This is an optimization exercise on Yosys and OpenROAD, whose aim is small area, a short achievable clock period and few clock cycles, not a production implementation. At most, simulation tests tie the RTL to the original design; equivalence was not proved. Function not checked in run 1: the RTL went through the layout flow alone. No activity file was given, so power comes from the tool's default toggle rates.

## design/flow/flow/run.sh

```bash
#!/bin/bash
# Layout flow: the standard ORFS flow, with timing repair asked to leave
# setup slack beyond what the 15 ns clock needs (the clock, constraints and
# every other step stay as the standard flow has them).
set -euo pipefail
bash standard.sh SETUP_SLACK_MARGIN=11 finish > flow_make.log 2>&1
```

## design/flow/standard.sh

```bash
#!/bin/bash
# synth_recipe.tcl (not shown) runs the flow's synth.tcl, then flattens the netlist and writes it again
# the make line also repeats each setting of config.mk as NAME=value (left out here)
make -C /OpenROAD-flow-scripts/flow DESIGN_CONFIG=/design/flow/config.mk WORK_HOME=/design/flow/orfs CLKGATE_MAP_FILE= SYNTH_SCRIPT=/design/flow/synth_recipe.tcl "${@:-finish}"
```

## design/flow/config.mk

```make
export PLATFORM = sky130hd
export DESIGN_NAME = Two_D_Conv_with_S_and_P
export DESIGN_NICKNAME = Two_D_Conv_with_S_and_P
export VERILOG_FILES = /design/flow/design.v
export SDC_FILE = /design/flow/constraint.sdc
export NUM_CORES = 8
export LEC_CHECK = 0
export CAP_MARGIN = 20
export CORE_MARGIN = 2
export CORE_UTILIZATION = 40
export SLEW_MARGIN = 20
```

## design/flow/constraint.sdc

```tcl
create_clock -name core_clock -period 15.0 [get_ports {CLK}]
set_input_delay 3.0000 -clock core_clock [delete_from_list [all_inputs] [get_ports {CLK}]]
set_output_delay 3.0000 -clock core_clock [all_outputs]
set_load 0.01 [all_outputs]
```

## design/flow/design.v

```verilog
module Two_D_Conv_with_S_and_P #(parameter Width = 16 )(
  input  [Width-1:0] A_in,
  input  [Width-1:0] B_in,
  input  RST, CLK,
  input  [5:0] N1, M1, S1, P1, O1,
  output reg [Width-1:0] FINAL_OUT,
  output reg Done
);
  localparam L = 5;
  function [2:0] add7;
    input [2:0] a, b;
    reg [3:0] s;
    begin
      s = a + b;
      add7 = (s >= 4'd7) ? s - 4'd7 : s[2:0];
    end
  endfunction
  function [2:0] sub7;
    input [2:0] a, b;
    begin
      sub7 = (a >= b) ? a - b : a + 3'd7 - b;
    end
  endfunction
  function [2:0] mul7;
    input [2:0] a, b;
    begin
      case ({a, b})
        6'd0: mul7 = 3'd0;
        6'd1: mul7 = 3'd0;
        6'd2: mul7 = 3'd0;
        6'd3: mul7 = 3'd0;
        6'd4: mul7 = 3'd0;
        6'd5: mul7 = 3'd0;
        6'd6: mul7 = 3'd0;
        6'd7: mul7 = 3'd0;
        6'd8: mul7 = 3'd0;
        6'd9: mul7 = 3'd1;
        6'd10: mul7 = 3'd2;
        6'd11: mul7 = 3'd3;
        6'd12: mul7 = 3'd4;
        6'd13: mul7 = 3'd5;
        6'd14: mul7 = 3'd6;
        6'd15: mul7 = 3'd0;
        6'd16: mul7 = 3'd0;
        6'd17: mul7 = 3'd2;
        6'd18: mul7 = 3'd4;
        6'd19: mul7 = 3'd6;
        6'd20: mul7 = 3'd1;
        6'd21: mul7 = 3'd3;
        6'd22: mul7 = 3'd5;
        6'd23: mul7 = 3'd0;
        6'd24: mul7 = 3'd0;
        6'd25: mul7 = 3'd3;
        6'd26: mul7 = 3'd6;
        6'd27: mul7 = 3'd2;
        6'd28: mul7 = 3'd5;
        6'd29: mul7 = 3'd1;
        6'd30: mul7 = 3'd4;
        6'd31: mul7 = 3'd0;
        6'd32: mul7 = 3'd0;
        6'd33: mul7 = 3'd4;
        6'd34: mul7 = 3'd1;
        6'd35: mul7 = 3'd5;
        6'd36: mul7 = 3'd2;
        6'd37: mul7 = 3'd6;
        6'd38: mul7 = 3'd3;
        6'd39: mul7 = 3'd0;
        6'd40: mul7 = 3'd0;
        6'd41: mul7 = 3'd5;
        6'd42: mul7 = 3'd3;
        6'd43: mul7 = 3'd1;
        6'd44: mul7 = 3'd6;
        6'd45: mul7 = 3'd4;
        6'd46: mul7 = 3'd2;
        6'd47: mul7 = 3'd0;
        6'd48: mul7 = 3'd0;
        6'd49: mul7 = 3'd6;
        6'd50: mul7 = 3'd5;
        6'd51: mul7 = 3'd4;
        6'd52: mul7 = 3'd3;
        6'd53: mul7 = 3'd2;
        6'd54: mul7 = 3'd1;
        6'd55: mul7 = 3'd0;
        6'd56: mul7 = 3'd0;
        6'd57: mul7 = 3'd0;
        6'd58: mul7 = 3'd0;
        6'd59: mul7 = 3'd0;
        6'd60: mul7 = 3'd0;
        6'd61: mul7 = 3'd0;
        6'd62: mul7 = 3'd0;
        6'd63: mul7 = 3'd0;
      endcase
    end
  endfunction
  function [6:0] onehot7;
    input [2:0] a;
    begin
      onehot7 = 7'd1 << a;
    end
  endfunction
  reg [2:0] cN, cM, cS, cO;
  reg [1:0] cP;
  always @(posedge CLK) begin
    cN <= N1[2:0];
    cM <= M1[2:0];
    cS <= S1[2:0];
    cP <= P1[1:0];
    cO <= O1[2:0];
  end
  wire m6 = (cM == 3'd6);
  wire m7 = (cM == 3'd7);
  wire [2:0] N7 = (cN == 3'd7) ? 3'd0 : cN;    
  wire [2:0] S7 = (cS == 3'd7) ? 3'd0 : cS;    
  wire [2:0] M7 = m7 ? 3'd0 : cM;              
  reg [2:0] tm7;
  wire [2:0] tm7_n = (tm7 == 3'd6) ? 3'd0 : tm7 + 3'd1;
  always @(posedge CLK or posedge RST)
    if (RST) tm7 <= 3'd6; else tm7 <= tm7_n;
  reg        go;                
  reg [2:0]  ar, ac;            
  reg        adone;             
  reg [2:0]  kr, kc;            
  reg        kdone;
  wire       awr = go & ~adone;
  wire       kwr = go & ~kdone;
  always @(posedge CLK or posedge RST) begin
    if (RST) begin
      go <= 1'b0;
      ar <= 3'd0; ac <= 3'd0; adone <= 1'b0;
      kr <= 3'd0; kc <= 3'd0; kdone <= 1'b0;
    end else begin
      go <= 1'b1;
      if (awr) begin
        if (ac == cN - 3'd1) begin
          ac <= 3'd0;
          ar <= ar + 3'd1;
          if (ar == cN - 3'd1) adone <= 1'b1;
        end else
          ac <= ac + 3'd1;
      end
      if (kwr) begin
        if (kc == cM - 3'd1) begin
          kc <= 3'd0;
          kr <= kr + 3'd1;
          if (kr == cM - 3'd1) kdone <= 1'b1;
        end else
          kc <= kc + 3'd1;
      end
    end
  end
  reg [Width-1:0] aring [0:6][0:6];
  reg [Width-1:0] kring [0:5][0:6];
  integer ri, si;
  always @(posedge CLK) begin
    for (ri = 0; ri < 7; ri = ri + 1) begin
      for (si = 1; si < 7; si = si + 1)
        aring[ri][si] <= aring[ri][si-1];
      aring[ri][0] <= (awr && ar == ri) ? A_in : aring[ri][6];
    end
    for (ri = 0; ri < 6; ri = ri + 1) begin
      for (si = 1; si < 7; si = si + 1)
        kring[ri][si] <= kring[ri][si-1];
      kring[ri][0] <= (kwr && kc == ri) ? B_in : kring[ri][6];
    end
  end
  wire signed [4:0] sN = $signed({2'b00, cN});
  wire signed [4:0] sM = $signed({2'b00, cM});
  wire signed [4:0] sS = $signed({2'b00, cS});
  function [4:0] lanemask;
    input signed [4:0] x;
    input [2:0] m, n;
    integer q;
    reg signed [5:0] c;
    begin
      for (q = 0; q < 5; q = q + 1) begin
        c = x + q;
        lanemask[q] = (q < m) && (c >= 0) && (c < $signed({3'b000, n}));
      end
    end
  endfunction
  function [2:0] lastcol;
    input signed [4:0] x;
    input [2:0] m, n;
    reg signed [5:0] c;
    begin
      c = x + $signed({3'b000, m}) - 6'sd1;
      if (c >= $signed({3'b000, n})) lastcol = n - 3'd1;
      else if (c < 0) lastcol = 3'd0;
      else lastcol = c[2:0];
    end
  endfunction
  reg [2:0] kN7, kS7, kM7, kP7, kP1;
  reg signed [4:0] k_top0;        
  reg [2:0] kOm1, kNm1;           
  reg k_m6, k_m7;
  reg signed [4:0] k_bot0;        
  reg signed [4:0] k_c1, k_cl1;   
  reg signed [4:0] k_n5;          
  always @(posedge CLK) begin
    k_bot0 <= $signed({2'b00, cM}) - 5'sd1 - $signed({3'b000, cP});
    k_c1  <= $signed({2'b00, cS}) - $signed({3'b000, cP});
    k_cl1 <= $signed({2'b00, cS}) - $signed({3'b000, cP}) + $signed({2'b00, cM}) - 5'sd1;
    k_n5  <= $signed({2'b00, cN}) - 5'sd5;
    kN7   <= (cN == 3'd7) ? 3'd0 : cN;
    kS7   <= (cS == 3'd7) ? 3'd0 : cS;
    kM7   <= (cM == 3'd7) ? 3'd0 : cM;
    kP7   <= {1'b0, cP};
    kP1   <= (cP == 2'd0) ? 3'd6 : {1'b0, cP} - 3'd1;
    k_top0 <= -$signed({3'b000, cP});
    kOm1  <= cO - 3'd1;
    kNm1  <= cN - 3'd1;
    k_m6  <= (cM == 3'd6);
    k_m7  <= (cM == 3'd7);
  end
  reg [2:0] kSN7, kSM7;
  reg [2:0] k_bN0, k_kM0;         
  reg [2:0] k_last0;              
  reg [4:0] k_lm0;                
  reg       k_lms0, k_lms1;       
  always @(posedge CLK) begin
    kSN7  <= mul7(kS7, kN7);
    kSM7  <= mul7(kS7, kM7);
    k_bN0 <= add7(kP1, mul7(kP7, kN7));
    k_kM0 <= sub7(3'd6, mul7(kP7, kM7));
    k_last0 <= clipcol(k_bot0, cN);
    k_lm0 <= lanemask(k_top0, cM, cN);
    k_lms0 <= (k_top0 + 5'sd5 < $signed({2'b00, cN}));
    k_lms1 <= (k_top0 + $signed({2'b00, cS}) + 5'sd5 < $signed({2'b00, cN}));
  end
  function [2:0] clipcol;
    input signed [4:0] xl;
    input [2:0] n;
    begin
      if (xl >= $signed({2'b00, n})) clipcol = n - 3'd1;
      else if (xl < 0) clipcol = 3'd0;
      else clipcol = xl[2:0];
    end
  endfunction
  function [31:0] rowdesc;
    input signed [4:0] t, b;
    input [2:0] bN, kM;
    input [2:0] n, p1;
    reg [2:0] ra_, rb_, ua_, ba_, ka_;
    reg e;
    begin
      ra_ = t[4] ? 3'd0 : t[2:0];
      ua_ = t[4] ? -t[2:0] : 3'd0;
      rb_ = (b >= $signed({2'b00, n})) ? n - 3'd1 : b[2:0];
      e   = (t >= $signed({2'b00, n})) || b[4];
      ba_ = t[4] ? p1 : bN;                     
      ka_ = t[4] ? kM : 3'd6;                   
      rowdesc = {e, ka_, ba_, ua_, rb_, ra_, kM, bN, b, t};
    end
  endfunction
  function [17:0] coldesc;
    input signed [4:0] x, xl;
    input [2:0] m, n;
    begin
      coldesc = {lanemask(x, m, n), clipcol(xl, n), x, xl};
    end
  endfunction
  reg        go0, go1;          
  reg        run;               
  reg [2:0]  oi, oj;            
  reg [2:0]  ra, rb, ua;        
  reg        empty;             
  reg [15:0] nrow;              
  reg [2:0]  n_ra, n_rb, n_ua;
  reg        n_empty;
  reg signed [4:0] c0;          
  reg [2:0]  cend;              
  reg [4:0]  lmo;               
  reg signed [4:0] n_c0, n_cl;  
  reg [2:0]  n_cend;
  reg [4:0]  n_lmo;
  reg [2:0]  r, u;              
  reg        sub;               
  reg [6:0]  rsel;              
  reg [6:0]  bsel, ksel;        
  reg [4:0]  lmask;             
  wire a_ok  = adone || (r < ar) || (r == ar && cend < ac);
  wire k_ok  = kdone || (u < kr);
  wire avail = empty || (a_ok && k_ok);
  wire last_row  = empty || (r == rb);
  wire more_sub  = k_m6 && !sub && !empty;
  wire step_last = last_row && !more_sub;
  wire issue     = run && !k_m7 && avail;
  wire col_adv   = issue && !more_sub && last_row && (oj != kOm1);
  wire row_adv   = issue && !more_sub && last_row && (oj == kOm1) && (oi != kOm1);
  wire [15:0] rbase = go1 ? nrow : {k_kM0, k_bN0, k_bot0, k_top0};
  reg  [31:0] rd_0;             
  always @(posedge CLK) rd_0 <= rowdesc(k_top0, k_bot0, kP1, sub7(3'd6, mul7(kP7, kM7)), cN, kP1);
  wire [31:0] rd_2  = rowdesc($signed(rbase[4:0]) + sS, $signed(rbase[9:5]) + sS,
                              sub7(rbase[12:10], kSN7), add7(rbase[15:13], kSM7), cN, kP1);
  wire [17:0] cd_n2 = coldesc(n_c0 + sS, n_cl + sS, cM, cN);    
  reg  [17:0] cd_1;              
  always @(posedge CLK) cd_1 <= coldesc(k_c1, k_cl1, cM, cN);
  reg         lm_sub;                                      
  reg         n_lm_sub;
  wire c_init = !go1;
  wire c_sub  = go1 && issue && more_sub;
  wire c_radv = go1 && issue && !more_sub && !last_row;
  wire c_cadv = go1 && col_adv;
  wire c_oadv = go1 && row_adv;
  wire c_stay = !(c_init || c_sub || c_radv || c_cadv || c_oadv);
  function [6:0] rotl;              
    input [6:0] x;
    input integer a;
    integer i;
    begin
      for (i = 0; i < 7; i = i + 1) rotl[i] = x[(i + 7 - a) % 7];
    end
  endfunction
  function [6:0] rotk;              
    input [6:0] x, c;
    integer i, k;
    begin
      for (i = 0; i < 7; i = i + 1) begin
        rotk[i] = 1'b0;
        for (k = 0; k < 7; k = k + 1)
          rotk[i] = rotk[i] | (c[k] & x[(i + 7 - k) % 7]);
      end
    end
  endfunction
  reg [6:0] rN1, rM1, rS1;          
  always @(posedge CLK) begin
    rN1 <= onehot7(sub7(3'd1, kN7));
    rM1 <= onehot7(sub7(3'd1, kM7));
    rS1 <= onehot7(sub7(3'd1, kS7));
  end
  reg [6:0] Bh, Ah, NAh, Kh, KAh, NKAh;
  wire [2:0] tn = tm7_n;
  wire [6:0] b_init  = onehot7(add7(tn, rd_0[27:25]));
  wire [6:0] k_init  = onehot7(add7(tn, rd_0[30:28]));
  reg [2:0] n_ba, n_ka;
  reg       n_ld;
  wire [6:0] nb_new  = onehot7(add7(tn, n_ba));
  wire [6:0] nk_new  = onehot7(add7(tn, n_ka));
  wire [6:0] b_radv  = rotk(Bh, rN1);
  wire [6:0] k_radv  = rotk(Kh, rM1);
  wire [6:0] a_cadv  = rotk(Ah, rS1);
  wire [6:0] Bh_x = ({7{c_init}} & b_init) | ({7{c_radv}} & b_radv) | ({7{c_cadv}} & a_cadv)
                  | ({7{c_oadv}} & rotl(NAh, 1)) | ({7{c_stay | c_sub}} & rotl(Bh, 1));
  wire [6:0] Kh_x = ({7{c_init}} & k_init) | ({7{c_radv}} & k_radv) | ({7{c_cadv}} & rotl(KAh, 1))
                  | ({7{c_oadv}} & rotl(NKAh, 1)) | ({7{c_stay | c_sub}} & rotl(Kh, 1));
  always @(posedge CLK or posedge RST) begin
    if (RST) begin
      go0 <= 1'b0; go1 <= 1'b0;
      run <= 1'b0; sub <= 1'b0; empty <= 1'b0;
      oi <= 3'd0; oj <= 3'd0; r <= 3'd0; u <= 3'd0;
      ra <= 3'd0; rb <= 3'd0; ua <= 3'd0;
      nrow <= 16'd0; n_ra <= 3'd0; n_rb <= 3'd0; n_ua <= 3'd0;
      n_empty <= 1'b0;
      c0 <= 5'sd0; cend <= 3'd0; lmo <= 5'd0; lm_sub <= 1'b0;
      n_c0 <= 5'sd0; n_cl <= 5'sd0; n_cend <= 3'd0; n_lmo <= 5'd0; n_lm_sub <= 1'b0;
      lmask <= 5'd0;
      rsel <= 7'd0; bsel <= 7'd0; ksel <= 7'd0;
      Bh <= 7'd0; Ah <= 7'd0; NAh <= 7'd0; Kh <= 7'd0; KAh <= 7'd0; NKAh <= 7'd0;
      n_ba <= 3'd0; n_ka <= 3'd0; n_ld <= 1'b0;
    end else begin
      go0 <= go; go1 <= go0;
      Bh <= Bh_x; Kh <= Kh_x;
      Ah <= c_init ? b_init : c_cadv ? a_cadv : c_oadv ? rotl(NAh, 1) : rotl(Ah, 1);
      KAh <= c_init ? k_init : c_oadv ? rotl(NKAh, 1) : rotl(KAh, 1);
      n_ld <= c_init || c_oadv;
      if (c_init || c_oadv) begin
        n_ba <= rd_2[27:25];
        n_ka <= rd_2[30:28];
      end
      NAh <= n_ld ? nb_new : rotl(NAh, 1);
      NKAh <= n_ld ? nk_new : rotl(NKAh, 1);
      bsel <= c_sub ? rotl(Bh, 3) : (c_stay ? rotl(bsel, 1) : Bh_x);
      ksel <= c_sub ? rotl(Kh, 3) : (c_stay ? rotl(ksel, 1) : Kh_x);
      if (c_init) begin
        run <= go0; sub <= 1'b0;
        empty <= rd_0[31];
        r <= rd_0[18:16]; u <= rd_0[24:22]; rsel <= onehot7(rd_0[18:16]);
        lmask <= rd_0[31] ? 5'd0 : k_lm0;
        oi <= 3'd0; oj <= 3'd0;
        {ua, rb, ra} <= rd_0[24:16];
        c0 <= k_top0; cend <= k_last0; lmo <= k_lm0;
        lm_sub <= k_lms0;
        {n_empty, n_ua, n_rb, n_ra, nrow} <= {rd_2[31], rd_2[24:0]};
        {n_lmo, n_cend, n_c0, n_cl} <= cd_1;
        n_lm_sub <= k_lms1;
      end
      if (c_sub) begin
        sub <= 1'b1;
        lmask <= {4'd0, lm_sub};
      end
      if (c_radv) begin
        sub <= 1'b0;
        r <= r + 3'd1; u <= u + 3'd1; rsel <= {rsel[5:0], rsel[6]};
        lmask <= lmo;
      end
      if (c_cadv) begin
        sub <= 1'b0;
        r <= ra; u <= ua; rsel <= onehot7(ra);
        lmask <= empty ? 5'd0 : n_lmo;
        oj <= oj + 3'd1;
        c0 <= n_c0; cend <= n_cend; lmo <= n_lmo; lm_sub <= n_lm_sub;
        {n_lmo, n_cend, n_c0, n_cl} <= cd_n2;
        n_lm_sub <= (n_c0 + sS < k_n5);
      end
      if (c_oadv) begin
        sub <= 1'b0;
        empty <= n_empty;
        r <= n_ra; u <= n_ua; rsel <= onehot7(n_ra);
        lmask <= n_empty ? 5'd0 : k_lm0;
        oi <= oi + 3'd1; oj <= 3'd0;
        {ua, rb, ra} <= {n_ua, n_rb, n_ra};
        c0 <= k_top0; cend <= k_last0; lmo <= k_lm0;
        lm_sub <= k_lms0;
        {n_empty, n_ua, n_rb, n_ra, nrow} <= {rd_2[31], rd_2[24:0]};
        {n_lmo, n_cend, n_c0, n_cl} <= cd_1;
        n_lm_sub <= k_lms1;
      end
      if (go1 && issue && !more_sub && last_row && oj == kOm1 && oi == kOm1)
        run <= 1'b0;
      if (k_m7) begin
        rsel <= onehot7(ar);
        bsel <= 7'd1;
        lmask <= 5'd1;
      end
    end
  end
  reg [Width-1:0] rowv [0:6];
  integer rs, rr;
  always @(*) begin
    for (rs = 0; rs < 7; rs = rs + 1) begin
      rowv[rs] = {Width{1'b0}};
      for (rr = 0; rr < 7; rr = rr + 1)
        rowv[rs] = rowv[rs] | ({Width{rsel[rr]}} & aring[rr][rs]);
    end
  end
  function [23:0] booth_enc;
    input [Width-1:0] y;
    integer k;
    reg ym1;
    begin
      for (k = 0; k < 8; k = k + 1) begin
        ym1 = (k == 0) ? 1'b0 : y[2*k-1];
        booth_enc[3*k]   = y[2*k+1];
        booth_enc[3*k+1] = y[2*k] ^ ym1;
        booth_enc[3*k+2] = (y[2*k+1] & ~y[2*k] & ~ym1) | (~y[2*k+1] & y[2*k] & ym1);
      end
    end
  endfunction
  reg [Width-1:0] bin_r;        
  always @(posedge CLK) bin_r <= B_in;
  reg m7v, m7f, m7l;            
  reg [Width-1:0] la [0:L-1];
  reg [23:0]      lk [0:L-1];
  reg v_valid, v_first, v_last;
  reg first_pend;               
  integer l, ss;
  reg [Width-1:0] av, kv;
  always @(posedge CLK) begin
    for (l = 0; l < L; l = l + 1) begin
      av = {Width{1'b0}};
      kv = {Width{1'b0}};
      for (ss = 0; ss < 7; ss = ss + 1) begin
        av = av | ({Width{bsel[(ss + l) % 7]}} & rowv[ss]);
        if (l == 0)
          kv = kv | ({Width{ksel[ss]}} & (sub ? kring[5][ss] : kring[0][ss]));
        else
          kv = kv | ({Width{ksel[(ss + l) % 7]}} & kring[l][ss]);
      end
      la[l] <= lmask[l] ? av : {Width{1'b0}};
      lk[l] <= booth_enc((l == 0 && k_m7) ? bin_r : kv);
    end
  end
  always @(posedge CLK or posedge RST) begin
    if (RST) begin
      v_valid <= 1'b0; v_first <= 1'b0; v_last <= 1'b0; first_pend <= 1'b1;
      m7v <= 1'b0; m7f <= 1'b0; m7l <= 1'b0;
    end else begin
      m7v <= k_m7 && awr;
      m7f <= ar == 3'd0 && ac == 3'd0;
      m7l <= ar == 3'd6 && ac == 3'd6;
      v_valid <= issue || m7v;
      v_first <= (issue && first_pend) || (m7v && m7f);
      v_last  <= (issue && step_last) || (m7v && m7l);
      if (issue) first_pend <= step_last;
    end
  end
  function [2*Width-1:0] csa;         
    input [Width-1:0] a, b, c;
    reg [Width-1:0] cy;
    begin
      cy = (a & b) | (a & c) | (b & c);
      csa = {cy[Width-2:0], 1'b0, a ^ b ^ c};
    end
  endfunction
  function [2*Width-1:0] lane_mul;
    input [Width-1:0] x;
    input [23:0] yd;
    reg [Width-1:0] pp [0:8];
    reg [Width-1:0] mag, x2;
    reg neg, one, two;
    reg [2*Width-1:0] t1, t2, t3, t4, t5, t6, t7;
    integer k;
    begin
      x2 = {x[Width-2:0], 1'b0};
      pp[8] = {Width{1'b0}};
      for (k = 0; k < 8; k = k + 1) begin
        neg = yd[3*k];
        one = yd[3*k+1];
        two = yd[3*k+2];
        mag = ({Width{one}} & x) | ({Width{two}} & x2);
        pp[k] = ({Width{neg}} ^ mag) << (2*k);
        pp[8][2*k] = neg;
      end
      t1 = csa(pp[0], pp[1], pp[2]);
      t2 = csa(pp[3], pp[4], pp[5]);
      t3 = csa(pp[6], pp[7], pp[8]);
      t4 = csa(t1[Width-1:0], t1[2*Width-1:Width], t2[Width-1:0]);
      t5 = csa(t2[2*Width-1:Width], t3[Width-1:0], t3[2*Width-1:Width]);
      t6 = csa(t4[Width-1:0], t4[2*Width-1:Width], t5[Width-1:0]);
      t7 = csa(t6[Width-1:0], t6[2*Width-1:Width], t5[2*Width-1:Width]);
      lane_mul = t7;
    end
  endfunction
  reg [2*Width-1:0] pm [0:L-1];
  reg p_valid, p_first, p_last;
  integer lp;
  always @(posedge CLK) begin
    for (lp = 0; lp < L; lp = lp + 1)
      pm[lp] <= lane_mul(la[lp], lk[lp]);
  end
  reg [Width-1:0] acs, acc_c;
  wire [Width-1:0] qs = p_first ? {Width{1'b0}} : acs;
  wire [Width-1:0] qc = p_first ? {Width{1'b0}} : acc_c;
  wire [2*Width-1:0] q1 = csa(pm[0][Width-1:0], pm[0][2*Width-1:Width], pm[1][Width-1:0]);
  wire [2*Width-1:0] q2 = csa(pm[1][2*Width-1:Width], pm[2][Width-1:0], pm[2][2*Width-1:Width]);
  wire [2*Width-1:0] q3 = csa(pm[3][Width-1:0], pm[3][2*Width-1:Width], pm[4][Width-1:0]);
  wire [2*Width-1:0] q4 = csa(pm[4][2*Width-1:Width], qs, qc);
  wire [2*Width-1:0] q5 = csa(q1[Width-1:0], q1[2*Width-1:Width], q2[Width-1:0]);
  wire [2*Width-1:0] q6 = csa(q2[2*Width-1:Width], q3[Width-1:0], q3[2*Width-1:Width]);
  wire [2*Width-1:0] q7 = csa(q4[Width-1:0], q4[2*Width-1:Width], q5[Width-1:0]);
  wire [2*Width-1:0] q8 = csa(q5[2*Width-1:Width], q6[Width-1:0], q6[2*Width-1:Width]);
  wire [2*Width-1:0] q9 = csa(q7[Width-1:0], q7[2*Width-1:Width], q8[Width-1:0]);
  wire [2*Width-1:0] q10 = csa(q9[Width-1:0], q9[2*Width-1:Width], q8[2*Width-1:Width]);
  reg q_last;
  always @(posedge CLK) begin
    if (p_valid) begin
      acs   <= q10[Width-1:0];
      acc_c <= q10[2*Width-1:Width];
    end
  end
  always @(posedge CLK) begin
    FINAL_OUT <= acs + acc_c;
    Done <= q_last;
  end
  always @(posedge CLK or posedge RST) begin
    if (RST) begin
      p_valid <= 1'b0; p_first <= 1'b0; p_last <= 1'b0; q_last <= 1'b0;
    end else begin
      p_valid <= v_valid;
      p_first <= v_first;
      p_last  <= v_valid && v_last;
      q_last  <= p_valid && p_last;
    end
  end
endmodule
```

==> summary.md, run 1 <==
| Metric | Value |
|---|---|
| FF/Latch Area | 0.04478 mm² |
| Worst flop-to-flop path startpoint | la[4][8] |
| Post-Layout Inst Area | 0.09746 mm² |
| Top cells by count, synth | 1,958 x dfxtp_1, 899 x a22oi_1, 464 x inv_1 |
| Sequential power share | 0.380 |
| # setup viols final | 0 |
| CTS tree | yes |
| WL final | 235.7 mm |
| Vias in the first global route | 59,710 |
| Max cap viols | 0 |
| Initial antenna violation count | 20 |
| CTS Buffer Depth | 3 |
| Die Width | 469.7 µm |
| Peak supply drop | 0.0001921 V |
| Slowest cell on the critical path | dfxtp_1 |
| Max Slew Vio Count | 0 |
| Vias | 59,080 |
| Largest net degree at the start of global routing | 88 |
| Critical path's top delay family | flip-flops |
| Detailed Route Iter0 Violations | 6,904 |
| Clock Sinks | 2,172 |
| Area growth syn-to-layout | 12.33% |
| Sw frac | 0.3948 |
| Cell variety after synth | 89 |
| Die Footprint | 0.2206 mm² |
| Inserted Clock Buffers | 215 |
| Die height | 469.7 µm |
| Clk slew on worst S/H paths | 60 ps |
| Root Buffer | clkbuf_16 |
| Relative slew slack | 0.2209 |
| Yosys Warn Count | 12 |
| Fin util | 0.4532 |
| Hold path depth | 0 |
| EDFF count, synth | 30 |
| Clock Latency Late Sink | 890 ps |
| Via density | 5.658 |
| Routability Congestion | 0.8790 |
| Post-Syn Instances | 7,555 |
| Kind of critical path | reg2out |
| Rows | 170 |
| Post-route DRC | 0 |
| Cell taking the most area after synthesis | dfxtp_1 |
| Highest cell delay on the worst timing path | 300 ps |
| Final Cycle Share | 0.2868 |
| Worst Min Path Start | kring[39][4] |
| Layout cell share with drive strength beyond 1 | 0.1138 |
| Worst reg-to-reg path cell count | 11 |
| Final ANT Viol Nets | 0 |
| Status | finished clean |
| #FFs+latches synth | 2,172 |
| Dpl cell area | 0.08969 mm² |
| Core footprint | 0.2150 mm² |
| Most frequent cell after synthesis | dfxtp_1 |
| R2R setup slack | 11,140 ps |
| Starting Density | 0.4034 |
| Synth Flop Type | dfxtp_1 |
| GRT Util Overall | 0.2081 |
| Worst Tran Pin Value | 1163 ps |
| WL/cell | 22.57 µm |
| # fillers | 19,600 |
| Syn avg cell area | 11.48 µm² |
| PD cells | 276.2 mW/mm² |
| Synth Cell Area | 0.08676 mm² |
| WP data required | 12,000 ps |
| Router iterations before antenna repair | 12 |
| Fmax | 0.2325 GHz |
| Half-perimeter wire length after placement | 160.2 mm |
| CP bufs+invs | 1 |
| Fin. Hold Viols | 0 |
| Crit path cell chain | buf_2 |
| Min Tclk post-route | 4302 ps |
| Hold EP | kring[40][4] |
| Hold Crit Class | reg2reg |
| Largest cells by area after synthesis | dfxtp_1 45%, a22oi_1 7.8%, fa_1 7.5% |
| Worst R2R End | pm[4][15] |
| Synthesized Nets | 8,275 |
| Cts hold-fix bufs | 0 |
| Clk network pwr share | 0.211 |
| Design internal power | 16.29 mW |
| Synth top area share | 0.4518 |
| Setup TNS | 0 ps |
| Async S/R FF share, synth | 0.08471 |
| RSZ-0062 raised after global routing | yes |
| Switching pwr | 10.63 mW |
| Hold Slack | 265.7 ps |
| Clk_skew | 97.71 ps |
| Multi-input logic area | 0.03843 mm² |
| H-tree depth | 4 |
| Final nets | 8,125 |
| Element type at the critical path end | output port |
| First-pass GRT wire length | 359.7 mm |
| CP Data Arrival Time | 1300 ps |
| IO buf count | 64 |
| Lkg Pwr | 39.08 nW |
| Post-synthesis sequential area ratio | 0.5153 |
| Worst-path fanout max | 1 |
| Startpoint Class | flip-flop |
| Tot Pwr | 26.91 mW |
| Gr ovfl total | 0 |
| Comb pwr share | 0.409 |
| I/O pins | 81 |
what timing repair did:
action,4_1_cts,5_1_grt
setup endpoints to repair,149,112
setup buffers,1,0
resized for setup,75,15
pin swaps,1,0
routing by layer:
layer	part of all wire	vias to the layer above	global-route usage	wire length [µm]
met1	0.43	29280	0.2741	100600
met3	0.068	465	0.03509	15960
met5	0.000047	-	0	11
met4	0.035	2	0.07801	8191
li1	-	26970	-	-
met2	0.47	2359	0.3420	111000
flip-flops by register name, indices dropped and copies added (netlist names), 14 cells and up:
register and cells:
aring 784, kring 672, pm 140, lk 120
la 80, cd_1 17, rd_0 17, FINAL_OUT 16
acs 16, bin_r 16, nrow 16, acc_c 14
kinds of logic after synthesis:
| kind of cell | after synthesis | synth area share |
|---|---|---|
| xor+xnor | 566 | 0.05723 |
| compound gates | 1853 | 0.1615 |
| simple gates | 945 | 0.05185 |
| other cells | 2 | 0.00008656 |
| flops | 2172 | 0.5153 |
| fa+ha+maj | 659 | 0.1229 |
| mux | 377 | 0.04840 |
| buf+inv | 981 | 0.04273 |
area by class of cell:
| cell class | instances | share of cell area |
|---|---|---|
| Sequential cell | 2172 | 0.4595 |
| Multi-Input combinational cell | 4402 | 0.3943 |
| Clock buffer | 292 | 0.06410 |
| Tap cell | 2838 | 0.03644 |
| Inverter | 478 | 0.01847 |
| Clock inverter | 113 | 0.01514 |
| Timing Repair Buffer | 136 | 0.01176 |
| Antenna cell | 11 | 0.0002824 |
how the worst max path moves through the flow:
stage,start,end,slack [ps],cells after the start
2_1_floorplan,RST,Ah[0],9640,1
3_3_place_gp,RST,ksel[3],9610,4
3_5_place_dp,RST,ksel[0],9570,4
4_1_cts,Done,Done,10620,1
5_1_grt,Done,Done,10620,1
6_report,Done,Done,10700,1
per-stage QoR:
| step | instances | setup WS, ps |
|---|---|---|
| CTS | 10430 | 10620 |
| finish | 10440 | 10700 |
| floorplan | 7555 | 9638 |
| global placement | 10030 | 9611 |
| global route | 10440 | 10620 |
| detailed placement | 10030 | 9569 |
layout by cell type (no fill, tap or decap), types with 26 or more instances in the layout:
master / n
nor3_1: 27
fa_1: 323
mux2i_1: 52
mux2_2: 322
a221oi_1: 48
a222oi_1: 296
edfxtp_1: 30
inv_1: 463
xor2_1: 202
clkbuf_1: 26
a31oi_1: 121
o22ai_1: 28
a21oi_1: 130
nand2_1: 289
nor2b_1: 56
nand2b_1: 38
dfrtp_1: 158
clkbuf_16: 221
buf_4: 68
nor2_1: 173
clkinv_2: 49
clkbuf_8: 45
clkdlybuf4s50_1: 47
xnor2_1: 362
dfxtp_1: 1952
a22oi_1: 899
o21ai_0: 131
ha_1: 333
a21o_1: 30
nand3_1: 235
power groups by stage:
stage	clock (mW)	combinational [mW]	sequential, mW
after CTS	5.77	11.1	10.2
final	5.68	11.0	10.2
after floorplan	0	8.24	9.17
after global placement	0	10.8	10.2
after detailed placement	0	11.0	10.3
after global routing	6.01	12.5	10.5
==> run 2, diff against run 1 <==
--- a/design/flow/design.v
+++ b/design/flow/design.v
@@ -149,7 +149,7 @@
     end
   end
   reg [Width-1:0] aring [0:6][0:6];
-  reg [Width-1:0] kring [0:5][0:6];
+  reg [Width-1:0] kring [0:4][0:6];
   integer ri, si;
   always @(posedge CLK) begin
     for (ri = 0; ri < 7; ri = ri + 1) begin
@@ -157,38 +157,29 @@
         aring[ri][si] <= aring[ri][si-1];
       aring[ri][0] <= (awr && ar == ri) ? A_in : aring[ri][6];
     end
-    for (ri = 0; ri < 6; ri = ri + 1) begin
+    for (ri = 0; ri < 5; ri = ri + 1) begin
       for (si = 1; si < 7; si = si + 1)
         kring[ri][si] <= kring[ri][si-1];
-      kring[ri][0] <= (kwr && kc == ri) ? B_in : kring[ri][6];
+      kring[ri][0] <= (kwr && (kc == ri || (kc == 3'd5 && kr == 4 - ri))) ? B_in : kring[ri][6];
     end
   end
-  wire signed [4:0] sN = $signed({2'b00, cN});
-  wire signed [4:0] sM = $signed({2'b00, cM});
-  wire signed [4:0] sS = $signed({2'b00, cS});
+  wire signed [4:0] sN = {2'b00, cN};
+  wire signed [4:0] sM = {2'b00, cM};
+  wire signed [4:0] sS = {2'b00, cS};
+  wire signed [4:0] sP = {3'b000, cP};
   function [4:0] lanemask;
     input signed [4:0] x;
     input [2:0] m, n;
     integer q;
-    reg signed [5:0] c;
+    reg signed [5:0] c, nn;
     begin
+      nn = {3'b000, n};
       for (q = 0; q < 5; q = q + 1) begin
         c = x + q;
-        lanemask[q] = (q < m) && (c >= 0) && (c < $signed({3'b000, n}));
+        lanemask[q] = (q < m) && (c >= 0) && (c < nn);
       end
     end
   endfunction
-  function [2:0] lastcol;
-    input signed [4:0] x;
-    input [2:0] m, n;
-    reg signed [5:0] c;
-    begin
-      c = x + $signed({3'b000, m}) - 6'sd1;
-      if (c >= $signed({3'b000, n})) lastcol = n - 3'd1;
-      else if (c < 0) lastcol = 3'd0;
-      else lastcol = c[2:0];
-    end
-  endfunction
   reg [2:0] kN7, kS7, kM7, kP7, kP1;
   reg signed [4:0] k_top0;        
   reg [2:0] kOm1, kNm1;           
@@ -197,16 +188,16 @@
   reg signed [4:0] k_c1, k_cl1;   
   reg signed [4:0] k_n5;          
   always @(posedge CLK) begin
-    k_bot0 <= $signed({2'b00, cM}) - 5'sd1 - $signed({3'b000, cP});
-    k_c1  <= $signed({2'b00, cS}) - $signed({3'b000, cP});
-    k_cl1 <= $signed({2'b00, cS}) - $signed({3'b000, cP}) + $signed({2'b00, cM}) - 5'sd1;
-    k_n5  <= $signed({2'b00, cN}) - 5'sd5;
+    k_bot0 <= sM - 5'sd1 - sP;
+    k_c1  <= sS - sP;
+    k_cl1 <= sS - sP + sM - 5'sd1;
+    k_n5  <= sN - 5'sd5;
     kN7   <= (cN == 3'd7) ? 3'd0 : cN;
     kS7   <= (cS == 3'd7) ? 3'd0 : cS;
     kM7   <= (cM == 3'd7) ? 3'd0 : cM;
     kP7   <= {1'b0, cP};
     kP1   <= (cP == 2'd0) ? 3'd6 : {1'b0, cP} - 3'd1;
-    k_top0 <= -$signed({3'b000, cP});
+    k_top0 <= -sP;
     kOm1  <= cO - 3'd1;
     kNm1  <= cN - 3'd1;
     k_m6  <= (cM == 3'd6);
@@ -224,14 +215,16 @@
     k_kM0 <= sub7(3'd6, mul7(kP7, kM7));
     k_last0 <= clipcol(k_bot0, cN);
     k_lm0 <= lanemask(k_top0, cM, cN);
-    k_lms0 <= (k_top0 + 5'sd5 < $signed({2'b00, cN}));
-    k_lms1 <= (k_top0 + $signed({2'b00, cS}) + 5'sd5 < $signed({2'b00, cN}));
+    k_lms0 <= (k_top0 + 5'sd5 < sN);
+    k_lms1 <= (k_top0 + sS + 5'sd5 < sN);
   end
   function [2:0] clipcol;
     input signed [4:0] xl;
     input [2:0] n;
+    reg signed [4:0] nn;
     begin
-      if (xl >= $signed({2'b00, n})) clipcol = n - 3'd1;
+      nn = {2'b00, n};
+      if (xl >= nn) clipcol = n - 3'd1;
       else if (xl < 0) clipcol = 3'd0;
       else clipcol = xl[2:0];
     end
@@ -242,11 +235,13 @@
     input [2:0] n, p1;
     reg [2:0] ra_, rb_, ua_, ba_, ka_;
     reg e;
+    reg signed [4:0] nn;
     begin
+      nn = {2'b00, n};
       ra_ = t[4] ? 3'd0 : t[2:0];
       ua_ = t[4] ? -t[2:0] : 3'd0;
-      rb_ = (b >= $signed({2'b00, n})) ? n - 3'd1 : b[2:0];
-      e   = (t >= $signed({2'b00, n})) || b[4];
+      rb_ = (b >= nn) ? n - 3'd1 : b[2:0];
+      e   = (t >= nn) || b[4];
       ba_ = t[4] ? p1 : bN;                     
       ka_ = t[4] ? kM : 3'd6;                   
       rowdesc = {e, ka_, ba_, ua_, rb_, ra_, kM, bN, b, t};
@@ -278,7 +273,9 @@
   reg [6:0]  rsel;              
   reg [6:0]  bsel, ksel;        
   reg [4:0]  lmask;             
-  wire a_ok  = adone || (r < ar) || (r == ar && cend < ac);
+  wire a_now = adone || (r < ar) || (r == ar && cend < ac);
+  wire a_byp = awr && (r == ar) && (cend == ac) && !k_m6;
+  wire a_ok  = a_now || a_byp;
   wire k_ok  = kdone || (u < kr);
   wire avail = empty || (a_ok && k_ok);
   wire last_row  = empty || (r == rb);
@@ -290,7 +287,9 @@
   wire [15:0] rbase = go1 ? nrow : {k_kM0, k_bN0, k_bot0, k_top0};
   reg  [31:0] rd_0;             
   always @(posedge CLK) rd_0 <= rowdesc(k_top0, k_bot0, kP1, sub7(3'd6, mul7(kP7, kM7)), cN, kP1);
-  wire [31:0] rd_2  = rowdesc($signed(rbase[4:0]) + sS, $signed(rbase[9:5]) + sS,
+  wire signed [4:0] rbase_t = rbase[4:0];
+  wire signed [4:0] rbase_b = rbase[9:5];
+  wire [31:0] rd_2  = rowdesc(rbase_t + sS, rbase_b + sS,
                               sub7(rbase[12:10], kSN7), add7(rbase[15:13], kSM7), cN, kP1);
   wire [17:0] cd_n2 = coldesc(n_c0 + sS, n_cl + sS, cM, cN);    
   reg  [17:0] cd_1;              
@@ -339,6 +338,11 @@
   wire [6:0] b_radv  = rotk(Bh, rN1);
   wire [6:0] k_radv  = rotk(Kh, rM1);
   wire [6:0] a_cadv  = rotk(Ah, rS1);
+  wire [6:0] sub_bsel = rotk(Bh, (u == 3'd5) ? 7'b0001000 : onehot7(sub7(3'd0, u)));
+  wire [6:0] sub_ksel = onehot7(add7(tn, 3'd5));
+  wire [4:0] sub_lane = (u == 3'd5) ? 5'b00001 : (5'b10000 >> u);
+  reg        kbin;                  
+  reg        first_pend;            
   wire [6:0] Bh_x = ({7{c_init}} & b_init) | ({7{c_radv}} & b_radv) | ({7{c_cadv}} & a_cadv)
                   | ({7{c_oadv}} & rotl(NAh, 1)) | ({7{c_stay | c_sub}} & rotl(Bh, 1));
   wire [6:0] Kh_x = ({7{c_init}} & k_init) | ({7{c_radv}} & k_radv) | ({7{c_cadv}} & rotl(KAh, 1))
@@ -346,19 +350,16 @@
   always @(posedge CLK or posedge RST) begin
     if (RST) begin
       go0 <= 1'b0; go1 <= 1'b0;
-      run <= 1'b0; sub <= 1'b0; empty <= 1'b0;
-      oi <= 3'd0; oj <= 3'd0; r <= 3'd0; u <= 3'd0;
-      ra <= 3'd0; rb <= 3'd0; ua <= 3'd0;
-      nrow <= 16'd0; n_ra <= 3'd0; n_rb <= 3'd0; n_ua <= 3'd0;
-      n_empty <= 1'b0;
-      c0 <= 5'sd0; cend <= 3'd0; lmo <= 5'd0; lm_sub <= 1'b0;
-      n_c0 <= 5'sd0; n_cl <= 5'sd0; n_cend <= 3'd0; n_lmo <= 5'd0; n_lm_sub <= 1'b0;
-      lmask <= 5'd0;
-      rsel <= 7'd0; bsel <= 7'd0; ksel <= 7'd0;
-      Bh <= 7'd0; Ah <= 7'd0; NAh <= 7'd0; Kh <= 7'd0; KAh <= 7'd0; NKAh <= 7'd0;
-      n_ba <= 3'd0; n_ka <= 3'd0; n_ld <= 1'b0;
+      run <= 1'b0;
     end else begin
       go0 <= go; go1 <= go0;
+      if (c_init) run <= go0;
+      if (go1 && issue && !more_sub && last_row && oj == kOm1 && oi == kOm1)
+        run <= 1'b0;
+    end
+  end
+  always @(posedge CLK) begin
+    begin
       Bh <= Bh_x; Kh <= Kh_x;
       Ah <= c_init ? b_init : c_cadv ? a_cadv : c_oadv ? rotl(NAh, 1) : rotl(Ah, 1);
       KAh <= c_init ? k_init : c_oadv ? rotl(NKAh, 1) : rotl(KAh, 1);
@@ -369,10 +370,11 @@
       end
       NAh <= n_ld ? nb_new : rotl(NAh, 1);
       NKAh <= n_ld ? nk_new : rotl(NKAh, 1);
-      bsel <= c_sub ? rotl(Bh, 3) : (c_stay ? rotl(bsel, 1) : Bh_x);
-      ksel <= c_sub ? rotl(Kh, 3) : (c_stay ? rotl(ksel, 1) : Kh_x);
+      bsel <= c_sub ? sub_bsel : (c_stay ? rotl(bsel, 1) : Bh_x);
+      ksel <= c_sub ? sub_ksel : (c_stay ? rotl(ksel, 1) : Kh_x);
+      kbin <= k_m7 || (c_sub && u == 3'd5) || (c_stay && kbin);
       if (c_init) begin
-        run <= go0; sub <= 1'b0;
+        sub <= 1'b0; first_pend <= 1'b1;
         empty <= rd_0[31];
         r <= rd_0[18:16]; u <= rd_0[24:22]; rsel <= onehot7(rd_0[18:16]);
         lmask <= rd_0[31] ? 5'd0 : k_lm0;
@@ -386,7 +388,7 @@
       end
       if (c_sub) begin
         sub <= 1'b1;
-        lmask <= {4'd0, lm_sub};
+        lmask <= lm_sub ? sub_lane : 5'd0;
       end
       if (c_radv) begin
         sub <= 1'b0;
@@ -415,8 +417,7 @@
         {n_lmo, n_cend, n_c0, n_cl} <= cd_1;
         n_lm_sub <= k_lms1;
       end
-      if (go1 && issue && !more_sub && last_row && oj == kOm1 && oi == kOm1)
-        run <= 1'b0;
+      if (issue) first_pend <= step_last;
       if (k_m7) begin
         rsel <= onehot7(ar);
         bsel <= 7'd1;
@@ -447,12 +448,13 @@
     end
   endfunction
   reg [Width-1:0] bin_r;        
-  always @(posedge CLK) bin_r <= B_in;
+  always @(posedge CLK)
+    if (!k_m6 || (kwr && kr == 3'd5 && kc == 3'd5)) bin_r <= B_in;
   reg m7v, m7f, m7l;            
   reg [Width-1:0] la [0:L-1];
   reg [23:0]      lk [0:L-1];
   reg v_valid, v_first, v_last;
-  reg first_pend;               
+  wire [4:0] ltop = lmask & ~{1'b0, lmask[4:1]};    
   integer l, ss;
   reg [Width-1:0] av, kv;
   always @(posedge CLK) begin
@@ -461,27 +463,24 @@
       kv = {Width{1'b0}};
       for (ss = 0; ss < 7; ss = ss + 1) begin
         av = av | ({Width{bsel[(ss + l) % 7]}} & rowv[ss]);
-        if (l == 0)
-          kv = kv | ({Width{ksel[ss]}} & (sub ? kring[5][ss] : kring[0][ss]));
-        else
-          kv = kv | ({Width{ksel[(ss + l) % 7]}} & kring[l][ss]);
+        kv = kv | ({Width{ksel[(ss + l) % 7]}} & kring[l][ss]);
       end
-      la[l] <= lmask[l] ? av : {Width{1'b0}};
-      lk[l] <= booth_enc((l == 0 && k_m7) ? bin_r : kv);
+      la[l] <= (!a_now && !k_m7 && ltop[l]) ? A_in : lmask[l] ? av : {Width{1'b0}};
+      lk[l] <= booth_enc((l == 0 && kbin) ? bin_r : kv);
     end
   end
+  always @(posedge CLK) begin
+    m7v <= k_m7 && awr;
+    m7f <= ar == 3'd0 && ac == 3'd0;
+    m7l <= ar == 3'd6 && ac == 3'd6;
+    v_first <= (issue && first_pend) || (m7v && m7f);
+  end
   always @(posedge CLK or posedge RST) begin
     if (RST) begin
-      v_valid <= 1'b0; v_first <= 1'b0; v_last <= 1'b0; first_pend <= 1'b1;
-      m7v <= 1'b0; m7f <= 1'b0; m7l <= 1'b0;
+      v_valid <= 1'b0; v_last <= 1'b0;
     end else begin
-      m7v <= k_m7 && awr;
-      m7f <= ar == 3'd0 && ac == 3'd0;
-      m7l <= ar == 3'd6 && ac == 3'd6;
       v_valid <= issue || m7v;
-      v_first <= (issue && first_pend) || (m7v && m7f);
       v_last  <= (issue && step_last) || (m7v && m7l);
-      if (issue) first_pend <= step_last;
     end
   end
   function [2*Width-1:0] csa;         
@@ -552,12 +551,12 @@
     FINAL_OUT <= acs + acc_c;
     Done <= q_last;
   end
+  always @(posedge CLK) p_first <= v_first;
   always @(posedge CLK or posedge RST) begin
     if (RST) begin
-      p_valid <= 1'b0; p_first <= 1'b0; p_last <= 1'b0; q_last <= 1'b0;
+      p_valid <= 1'b0; p_last <= 1'b0; q_last <= 1'b0;
     end else begin
       p_valid <= v_valid;
-      p_first <= v_first;
       p_last  <= v_valid && v_last;
       q_last  <= p_valid && p_last;
     end
--- a/design/flow/config.mk
+++ b/design/flow/config.mk
@@ -7,5 +7,5 @@
 export LEC_CHECK = 0
 export CAP_MARGIN = 20
 export CORE_MARGIN = 2
-export CORE_UTILIZATION = 40
+export CORE_UTILIZATION = 60
 export SLEW_MARGIN = 20
==> summary.md, run 2 <==
| Metric | Value |
|---|---|
| Min Tclk post-route | 4245 ps |
| Crit path cell chain | buf_6 |
| Detailed Route Iter0 Violations | 7,119 |
| Critical path destination | Done |
| Post-Syn Instances | 7,315 |
| Yosys Warn Count | 12 |
| Largest cells by area after synthesis | dfxtp_1 46%, a22oi_1 8.2%, fa_1 7.8% |
| Layout cell share with drive strength beyond 1 | 0.09898 |
| Vias | 56,910 |
| Most frequent cell after synthesis | dfxtp_1 |
| Cell taking the most area after synthesis | dfxtp_1 |
| Setup TNS | 0 ps |
| Die Footprint | 0.1424 mm² |
| First-pass GRT wire length | 343.1 mm |
| Tot Pwr | 26.83 mW |
| Worst flop-to-flop path startpoint | la[4][8] |
| Synth top area share | 0.4553 |
| WL final | 223.7 mm |
| ANT cells | 0 |
| Fin util | 0.6690 |
| Syn avg cell area | 11.43 µm² |
| Final ANT Viol Nets | 0 |
| Final nets | 7,913 |
| Worst slack, placed | 10,630 ps |
| Multi-input logic area | 0.03727 mm² |
| Worst-path fanout max | 1 |
| Die Width | 377.3 µm |
| Hold Crit Class | reg2reg |
| Fin. Hold Viols | 0 |
| CP bufs+invs | 1 |
| Synthesized Nets | 8,057 |
| Post-Layout Inst Area | 0.09221 mm² |
| # fillers | 10,500 |
| # setup viols final | 0 |
| Critical Path Start | Done |
| Worst Tran Pin Value | 1116 ps |
| Initial antenna violation count | 6 |
| Router iterations before antenna repair | 11 |
| RSZ-0062 raised after global routing | yes |
| Commonest non-fill, non-tap cells in the layout | 1,879 x dfxtp_1, 909 x a22oi_1, 482 x inv_1 |
| Commonest non-fill, non-tap cell in the layout | dfxtp_1 |
| Final Cycle Share | 0.2830 |
| Gr ovfl total | 0 |
| Highest cell delay on the worst timing path | 320 ps |
| Largest net degree at the start of global routing | 114 |
| Worst path depth | 1 |
| Hold Slack | 301.9 ps |
| Root Buffer | clkbuf_16 |
| WP data required | 12,000 ps |
| R2R setup slack | 11,120 ps |
| Clk_skew | 65.59 ps |
| EDFF count, synth | 133 |
| Area growth syn-to-layout | 10.26% |
| Kind of critical path | reg2out |
| Status | finished clean |
| Cell variety after synth | 85 |
| CTS Buffer Depth | 3 |
| Starting Density | 0.6068 |
| WL/cell | 24.51 µm |
| Clock Latency Late Sink | 840 ps |
| Max cap viols | 0 |
| Peak supply drop | 0.0002267 V |
| #FFs+latches synth | 2,061 |
| Vias in the first global route | 57,260 |
| Post-synthesis sequential area ratio | 0.5109 |
| Via density | 6.234 |
| IO buf count | 64 |
| Inserted Clock Buffers | 199 |
| Final std cells w/o fill | 9,129 |
| Routability Congestion | 0.9097 |
| Async S/R FF share, synth | 0.01262 |
| PD cells | 290.9 mW/mm² |
| Half-perimeter wire length after placement | 152.8 mm |
| Lkg Pwr | 37.56 nW |
| Fmax | 0.2356 GHz |
| FF/Latch Area | 0.04277 mm² |
| CTS tree | yes |
| Startpoint Class | flip-flop |
| Post-route DRC | 0 |
| Max Slew Vio Count | 0 |
| I/O pins | 81 |
| Cts hold-fix bufs | 0 |
| Slowest cell on the critical path | dfxtp_2 |
| Top cells by count, synth | 1,902 x dfxtp_1, 909 x a22oi_1, 483 x inv_1 |
| Top reg by flops | aring |
| Worst reg-to-reg path cell count | 11 |
| Clk slew on worst S/H paths | 60 ps |
| Dpl cell area | 0.08531 mm² |
| Rows | 136 |
| Relative slew slack | 0.2549 |
| Worst R2R End | pm[4][15] |
| Top flop regs | aring x784, kring x560, pm x140 |
| Core footprint | 0.1378 mm² |
| Max FFs per register | 784 |
| CP Data Arrival Time | 1250 ps |
| Synth Cell Area | 0.08363 mm² |
| Die height | 377.3 µm |
| Clock Sinks | 2,061 |
| Critical path's top delay family | flip-flops |
| Element type at the critical path end | output port |
| H-tree depth | 4 |
| Final WS setup | 10,750 ps |
| Placed Cells incl. Taps | 8,761 |
| GRT Util Overall | 0.3131 |
| Synth Flop Type | dfxtp_1 |
## run 2: changes by cell type after synthesis, sizes merged, moves of 18 or more
cell,before,now
a221oi,50,15
dfrtp,181,24
a31oi,123,24
inv,465,483
nor2,176,157
dfxtp,1958,1902
buf,96,71
a22o,16,87
a21oi,132,95
ha,333,351
mux2,324,225
nand3,236,322
edfxtp,30,133
## run 2: cell families after synthesis
group,Yosys count,synth area share
muxes,263,0.03484
xor gates and xnor gates,568,0.05949
buffers and inverters,986,0.04482
other,2,0.00008980
DFF,2061,0.5109
AOI/OAI and AO/OA,1759,0.1621
and+or+nand+nor,998,0.05697
adders and majority gates,678,0.1308
## run 2: metal layers
| layer | up-vias | GRT usage | part of all wire |
|---|---|---|---|
| li1 | 26050 | - | - |
| met2 | 2350 | 0.5063 | 0.47 |
| met4 | 4 | 0.1171 | 0.036 |
| met1 | 28060 | 0.4208 | 0.42 |
| met3 | 452 | 0.05554 | 0.074 |
| met5 | - | 0 | 0.00011 |
## run 2: what timing repair did
action | in CTS | in global routing
resized for setup | 76 | 28
pin swaps | 0 | 1
buffers inserted | 0 | 3
endpoints found under the setup margin | 120 | 124
## run 2: how the worst min path moves through the flow
stage	end	cells past startpoint	from	slack, ps
after floorplan	p_first	0	v_first	310
after CTS	aring[20][2]	0	aring[19][2]	300
after global placement	kring[3][9]	0	kring[2][9]	330
final	aring[20][2]	0	aring[19][2]	300
after detailed placement	aring[44][9]	0	aring[43][9]	340
after global routing	aring[20][2]	0	aring[19][2]	310
## run 2: cell type report
type,instances,area share
clock inverter,86,0.01137
timing repair buffer,147,0.01357
sequential,2061,0.4639
inverter,494,0.02018
clock buffer,279,0.06253
tap,1794,0.02434
multi-input combinational,4268,0.4042
## run 2: where the power goes
part / switching (mW) / total [mW] / internal [mW]
Sequential: 1.65 / 9.68 / 8.03
Clock: 2.19 / 5.10 / 2.91
Combinational: 7.01 / 12.0 / 5.03
Total: 10.9 / 26.8 / 16.0
Testbench counts of run 2, summed over its fixed seeds: cycles 52,651.
==> run 3, diff against run 2 <==
--- a/design/flow/config.mk
+++ b/design/flow/config.mk
@@ -8,4 +8,6 @@
 export CAP_MARGIN = 20
 export CORE_MARGIN = 2
 export CORE_UTILIZATION = 60
+export CTS_CLUSTER_DIAMETER = 120
+export CTS_CLUSTER_SIZE = 20
 export SLEW_MARGIN = 20
==> summary.md, run 3 <==
| Metric | Value |
|---|---|
| Status | finished clean |
| Async S/R FF share, synth | 0.01262 |
| Final ANT Viol Nets | 0 |
| Slowest cell on the critical path | dfxtp_2 |
| Post-Syn Instances | 7,315 |
| Critical path's top delay family | flip-flops |
| Multiplexer share of the synthesized area | 0.03484 |
| Layout cell share with drive strength beyond 1 | 0.07310 |
| Largest net degree at the start of global routing | 114 |
| Max Slew Vio Count | 0 |
| CP Data Arrival Time | 1230 ps |
| Most frequent cell after synthesis | dfxtp_1 |
| # fillers | 10,860 |
| Compound-Gate Fraction of Synth Area | 0.1621 |
| Fmax | 0.2365 GHz |
| WL/cell | 24.83 µm |
| Lkg Pwr | 35.75 nW |
| Relative slew slack | 0.2688 |
| Post-synthesis sequential area ratio | 0.5109 |
| WP data required | 12,000 ps |
| Commonest non-fill, non-tap cell in the layout | dfxtp_1 |
| Yosys Warn Count | 12 |
| Commonest non-fill, non-tap cells in the layout | 1,880 x dfxtp_1, 909 x a22oi_1, 482 x inv_1 |
| CTS tree | yes |
| Comb pwr share | 0.483 |
| GRT Util Overall | 0.3087 |
| Post-route DRC | 0 |
| CP bufs+invs | 1 |
| Worst R2R End | pm[2][15] |
| First-pass GRT wire length | 338.4 mm |
| Switching pwr | 10.41 mW |
| Router iterations before antenna repair | 12 |
| Synth Area in Simple Gates | 0.05697 |
| Worst Tran Pin Value | 1095 ps |
| Sequential power share | 0.388 |
| Routability Congestion | 0.9097 |
| Gr ovfl total | 0 |
| Via density | 6.287 |
| Inserted Clock Buffers | 113 |
| Die Footprint | 0.1424 mm² |
| # setup viols final | 0 |
| EDFF count, synth | 133 |
| WL final | 221.5 mm |
| Final nets | 7,825 |
| PD cells | 280.8 mW/mm² |
| Synth top area share | 0.4553 |
| Kind of critical path | reg2out |
| Worst flop-to-flop path startpoint | la[2][3] |
| Max cap viols | 0 |
| Synth Flop Type | dfxtp_1 |
| Cell taking the most area after synthesis | dfxtp_1 |
| Synthesized Nets | 8,057 |
| Max FFs per register | 784 |
| Min Tclk post-route | 4229 ps |
| Worst reg-to-reg path cell count | 11 |
| Root Buffer | clkbuf_16 |
| Element type at the critical path end | output port |
| Critical path destination | Done |
| Detailed Route Iter0 Violations | 7,258 |
| ANT cells | 0 |
| R2R setup slack | 11,150 ps |
| Final Cycle Share | 0.2819 |
| Half-perimeter wire length after placement | 152.8 mm |
| Die Width | 377.3 µm |
| I/O pins | 81 |
| Post-synthesis xor/xnor area fraction | 0.05949 |
| Cell variety after synth | 85 |
| Synth Cell Area | 0.08363 mm² |
| Clk_skew | 75.44 ps |
| Largest cells by area after synthesis | dfxtp_1 46%, a22oi_1 8.2%, fa_1 7.8% |
| Setup TNS | 0 ps |
| Highest cell delay on the worst timing path | 330 ps |
| Startpoint Class | flip-flop |
| Clock Latency Late Sink | 800 ps |
| Syn avg cell area | 11.43 µm² |
| Sw frac | 0.4184 |
| IO buf count | 64 |
| Worst-path fanout max | 1 |
| Vias in the first global route | 55,850 |
| #FFs+latches synth | 2,061 |
| Setup bufs post-CTS | 0 |
| Initial antenna violation count | 6 |
| Top reg by flops | aring |
| Clk network pwr share | 0.128 |
| RSZ-0062 raised after global routing | yes |
| Top cells by count, synth | 1,902 x dfxtp_1, 909 x a22oi_1, 483 x inv_1 |
| Vias | 56,090 |
| Crit path cell chain | buf_6 |
| Starting Density | 0.6068 |
| Hold Crit Class | reg2reg |
| Top flop regs | aring x784, kring x560, pm x140 |
| Clock Sinks | 2,061 |
| Critical Path Start | Done |
| H-tree depth | 3 |
| Area growth syn-to-layout | 5.928% |
| Design internal power | 14.47 mW |
| Final WS setup | 10,770 ps |
| Worst path depth | 1 |
| Peak supply drop | 0.0002237 V |
| Clk slew on worst S/H paths | 80 ps |
| Fin. Hold Viols | 0 |
| CTS Buffer Depth | 3 |
| Die height | 377.3 µm |
| Core footprint | 0.1378 mm² |
| Worst slack, placed | 10,630 ps |
| Post-Synth Adder-Cell Area | 0.1308 |
| Rows | 136 |
| Largest family of logic cells by synthesized area | compound AO/OA/AOI/OAI gates |
## run 3: repair_timing
action / CTS / global route
hold buffers: 0 / 0
setup endpoints to repair: 122 / 125
pin swaps: 0 / 2
resized for setup: 77 / 27
hold endpoints to repair: 0 / 0
cloned: 0 / 1
## run 3: cell families (layout without fill, tap and decap cells)
family                   count (synthesis)  in the layout
flip-flops                            2061           2061
XOR/XNOR                               568            568
adder cells (fa/ha/maj)                678            678
buffers and inverters                  986            797
AO/OA/AOI/OAI                         1759           1759
other                                    2              2
AND/OR/NAND/NOR                        998            999
multiplexers                           263            263
## run 3: worst min path at each step
stage	from	to	slack [ps]	depth (start not counted)
after global placement	kring[2][9]	kring[3][9]	330	0
after global routing	kring[19][10]	kring[20][10]	320	0
after detailed placement	aring[43][9]	aring[44][9]	340	0
after CTS	kring[19][10]	kring[20][10]	310	0
final	kring[12][10]	kring[13][10]	300	0
after floorplan	v_first	p_first	310	0
## run 3: power by group through the flow
| stage | registers, mW | logic, mW | clock network, mW |
|---|---|---|---|
| finish | 9.66 | 12.0 | 3.19 |
| global route | 9.88 | 13.6 | 3.45 |
| CTS | 9.62 | 12.1 | 3.26 |
| detailed placement | 9.73 | 12.1 | 0 |
| global placement | 9.68 | 11.7 | 0 |
| floorplan | 8.83 | 8.69 | 0 |
## run 3: layout make-up
cell class,instances,area (µm²),share of cell area
Sequential cell,2061,42770,0.4828
Clock inverter,7,182.7,0.002062
Inverter,494,1861,0.02100
Timing Repair Buffer,144,1229,0.01387
Tap cell,1794,2245,0.02534
Multi-Input combinational cell,4269,37280,0.4209
Clock buffer,152,3017,0.03405
## run 3: per-stage QoR
stage          hold slack, ps  power [mW]  utilization  cells  instance area, µm²
2_1_floorplan           309.6       17.52            -   7315               83630
3_3_place_gp            330.3       21.39       0.6189   8761               85310
3_5_place_dp            335.8       21.79       0.6189   8761               85310
4_1_cts                 307.1       24.98       0.6418   8920               88460
5_1_grt                 315.3       26.91       0.6427   8921               88590
6_report                304.1       24.87       0.6427   8921               88590
## run 3: per-layer routing
| metal | vias to the layer above | track usage | part of all wire |
|---|---|---|---|
| met4 | 4 | 0.1083 | 0.035 |
| met1 | 27730 | 0.4223 | 0.43 |
| met2 | 2234 | 0.5021 | 0.47 |
| li1 | 25740 | - | - |
| met3 | 385 | 0.04389 | 0.071 |
| met5 | - | 0 | 0.00013 |

## separate check: timing with driven ports
The flow's constraints put no driver on any port. The routed layouts listed below were extracted and timed again, unchanged, in two steps. Step 1 sets driving cells, clkbuf_16 on the clock port and buf_2 on the other inputs (assumed; they add their load-dependent delay and slew). Step 2, shift: input delay + t, output delay - t, t = (earliest + latest rising clock arrival at the registers) / 2. This alone moves slack from input paths to output paths. Three values: ideal ports, drivers, drivers and shift; two values: the first two.
run | t (ns) | setup slack, ns | clock arrival spread, ns | worst register clock-pin slew, ns | cell pins on the clock port's net
run 1 | 0.931 | 10.698 / 10.605 / 10.349 | 0.106 / 0.106 | 0.07 / 0.07 | 1
run 2 | 0.887 | 10.755 / 10.678 / 10.593 | 0.065 / 0.065 | 0.07 / 0.07 | 1
run 3 | 0.837 | 10.771 / 10.691 / 10.604 | 0.079 / 0.079 | 0.09 / 0.09 | 1
After both steps setup and hold are still met in every run listed. For run 1, which loses most, drivers alone change the setup slack by -0.093 ns; drivers and shift together by -0.349 ns. The worst setup slack also covers recovery checks on asynchronous resets.
